What follows belongs to an exercise in optimizing a design on an open flow for small area and a short achievable clock period; a production flow would make more cautious choices.
RTL that was checked went through simulation tests only; none was proved equivalent to the original.
Power and IR drop assume default switching activity.

==> flow/design.v (excerpt) <==
module topmodule (input clk, input reset,
	output [31:0] imem_addr, input [31:0] imem_data,
	output rf_r_we, output [2:0] rf_r_addr, output [31:0] rf_r_data,
	output rf_s_we, output [2:0] rf_s_addr, output [31:0] rf_s_data,
	output dm_we, output [3:0] dm_addr, output [7:0] dm_wdata,
	output [31:0] epc, output [1:0] cause);
Size in the first run: about 4600 cells after synthesis, roughly 760 flip-flops, ~190 I/O pins, roughly 0.034 mm2 of cells after synthesis.
==> flow/config.mk <==
export PLATFORM = sky130hd
export DESIGN_NAME = topmodule
export DESIGN_NICKNAME = topmodule
export VERILOG_FILES = /design/flow/design.v
export SDC_FILE = /design/flow/constraint.sdc
export NUM_CORES = 4
export LEC_CHECK = 0
export ABC_AREA = 1
export CAP_MARGIN = 20
export CORE_MARGIN = 2
export CORE_UTILIZATION = 40
export SETUP_SLACK_MARGIN = 3.5
export SLEW_MARGIN = 20
==> flow/constraint.sdc <==
create_clock -name core_clock -period 6.5 [get_ports {clk}]
set_input_delay 1.3000 -clock core_clock [delete_from_list [all_inputs] [get_ports {clk}]]
set_output_delay 1.3000 -clock core_clock [all_outputs]
set_load 0.01 [all_outputs]
standard.sh (not shown) runs the stock make flow with config.mk's settings and CLKGATE_MAP_FILE= SYNTH_SCRIPT=/design/flow/synth_recipe.tcl, a recipe that flattens the netlist after the stock synthesis.
==> flow/flow/run.sh <==
#!/bin/bash
# Own layout flow: the standard flow (standard.sh) with two layout changes: the port
# buffers are sky130_fd_sc_hd__buf_2 cells instead of the delay cells buffer_ports picks by
# default, and the clock tree uses larger sink clusters and no dummy loads. The synthesis is
# the standard one. Each step's output goes to a log file in this folder, and ORFS keeps its
# own per-step logs under orfs/logs.
set -euo pipefail
W=$(pwd)
export BUFFER_PORTS_ARGS="-buffer_cell sky130_fd_sc_hd__buf_2"
export CTS_ARGS="-sink_clustering_enable -repair_clock_nets -dont_use_dummy_load -sink_clustering_size 24 -sink_clustering_max_diameter 100"
bash standard.sh synth > $W/flow_synth.log 2>&1
bash standard.sh > $W/flow_layout.log 2>&1
Change:
--- a/flow/design.v
+++ b/flow/design.v
@@ -1,17 +1,18 @@
 module topmodule (input clk, input reset,
 	output [31:0] imem_addr, input [31:0] imem_data,
 	output rf_r_we, output [2:0] rf_r_addr, output [31:0] rf_r_data,
 	output rf_s_we, output [2:0] rf_s_addr, output [31:0] rf_s_data,
 	output dm_we, output [3:0] dm_addr, output [7:0] dm_wdata,
 	output [31:0] epc, output [1:0] cause);
 	reg  [31:2] pcb;                 
 	reg         pct;                 
+	reg  [2:0]  pct_o;               
 	reg  [31:0] ir;                  
 	reg  [7:1]  ir_sa, ir_sb;        
 	reg  [31:2] id_pc;               
 	reg  [31:2] ex_pc;
 	reg  [31:0] ex_a, ex_b;          
 	reg  [3:0]  ex_fa, ex_fb;        
 	reg  [4:0]  ex_sm, ex_sn;        
 	reg         ex_fc, ex_fd;
 	reg  [7:0]  ex_sdat;             
@@ -114,23 +115,28 @@
 	wire [32:0] sum = {1'b0, in1} + {1'b0, in2};
 	wire ovf_add = (in1[31] == in2[31]) & (sum[31] != in1[31]);
 	wire ovf   = ex_op1 ? (ex_sub & ex_rb31 & sum[31]) : ovf_add;
 	wire cy_g = ~ex_op1 & in1[31] & in2[31];
 	wire cy_p = ex_op1 ? ex_rb31 : (in1[31] ^ in2[31]);
 	wire [4:0] s1 = ex_fc ? mem_alu[4:0] : ex_sm;
 	wire [4:0] s2 = ex_fd ? mem_alu[4:0] : ex_sn;
 	wire [4:0] s_sum = s1 + s2;
 	wire trap = exc | ovf;
+	wire ovf_s = ex_op1 & ex_sub & ex_rb31 & sum[31];
+	wire ovf_a = ~ex_op1 & ovf_add;
+	wire trap_b = (exc | ovf_s) | ovf_a;
+	wire trap_c = exc | (ovf_s | ovf_a);
+	wire trap_d = (exc | ovf_a) | ovf_s;
 	always @(posedge clk) begin
 		if (reset) begin
-			pcb <= 30'd0; pct <= 1'b0;
+			pcb <= 30'd0; pct <= 1'b0; pct_o <= 3'd0;
 		end else if (!stall) begin
-			pcb <= pc + 30'd1; pct <= trap;
+			pcb <= pc + 30'd1; pct <= trap; pct_o <= {trap_d, trap_c, trap_b};
 		end
 		if (reset | flush) begin
 			ir <= 32'd0;
 			ir_sa <= 7'd0; ir_sb <= 7'd0;
 			id_pc <= 30'd0;
 		end else begin
 			ir <= imem_data;
 			ir_sa <= nx_sa; ir_sb <= nx_sb;
 			id_pc <= pc;
@@ -209,19 +215,20 @@
 		dm8  <= ({8{dw[8]}}  & mem_sdat) | ({8{dk[8]}}  & dm8)  | ({8{reset}} & 8'ha0);
 		dm9  <= ({8{dw[9]}}  & mem_sdat) | ({8{dk[9]}}  & dm9)  | ({8{reset}} & 8'h40);
 		dm10 <= ({8{dw[10]}} & mem_sdat) | ({8{dk[10]}} & dm10) | ({8{reset}} & 8'h01);
 		dm11 <= ({8{dw[11]}} & mem_sdat) | ({8{dk[11]}} & dm11) | ({8{reset}} & 8'h07);
 		dm12 <= ({8{dw[12]}} & mem_sdat) | ({8{dk[12]}} & dm12) | ({8{reset}} & 8'h00);
 		dm13 <= ({8{dw[13]}} & mem_sdat) | ({8{dk[13]}} & dm13) | ({8{reset}} & 8'hc0);
 		dm14 <= ({8{dw[14]}} & mem_sdat) | ({8{dk[14]}} & dm14) | ({8{reset}} & 8'h25);
 		dm15 <= ({8{dw[15]}} & mem_sdat) | ({8{dk[15]}} & dm15) | ({8{reset}} & 8'h23);
 	end
-	assign imem_addr = {pc, 2'b00};
+	assign imem_addr = {pct_o[2] ? 8'h00 : pcb[31:24], pct_o[1] ? 8'h00 : pcb[23:16],
+		pct_o[0] ? 14'h3fff : pcb[15:2], 2'b00};
 	assign rf_r_we   = wb_rwe;
 	assign rf_r_addr = wb_rd;
 	assign rf_r_data = wb_alu;
 	assign rf_s_we   = wb_swe;
 	assign rf_s_addr = wb_sd;
 	assign rf_s_data = {24'd0, wb_mem};
 	assign dm_we     = mem_st;
 	assign dm_addr   = mem_addr;
 	assign dm_wdata  = mem_sdat;
What happened: The changed run completed without violations. Via count is lower by 1.1%. Die area barely changes. Wire length fell by 1.0%. Synthesized cell count fell by 0.75%. Total power grows by 0.45%. Synthesized area is about the same. Count of clock-buffer cells in the layout climbs by 1.
No functional check of the RTL was part of the first run of this note.

[static timing again, ports no longer ideal]
How much do the figures lean on ideal ports? The routed layouts below were timed once more, with nothing changed but the port constraints. Step 1 (the two cells are an assumption about what drives the block):
set clk [get_ports {clk}]
set_driving_cell -lib_cell sky130_fd_sc_hd__clkbuf_16 $clk
set_driving_cell -lib_cell sky130_fd_sc_hd__buf_2 [delete_from_list [all_inputs] $clk]
Step 2 adds t to the input delays and takes it off the output delays; t is the mean of the earliest and latest rising clock arrival at the registers after step 1. Input paths then give back, and output paths get back, about the clock's delay inside the block. a / b / c = ideal ports / drivers / drivers and shift; a / b = the first two.
| run | shift t [ns] | slack for setup (ns) | worst slew at a driven data input, ns |
|---|---|---|---|
| the first run | 0.639 | 3.393 / 3.331 / 2.832 | 0.10 |
| the second run | 0.650 | 3.570 / 3.504 / 2.957 | 0.09 |
After both steps every run listed still meets setup and hold. The setup slack of the second run, which loses most, moves by -0.066 ns with the drivers and by -0.613 ns with both steps.
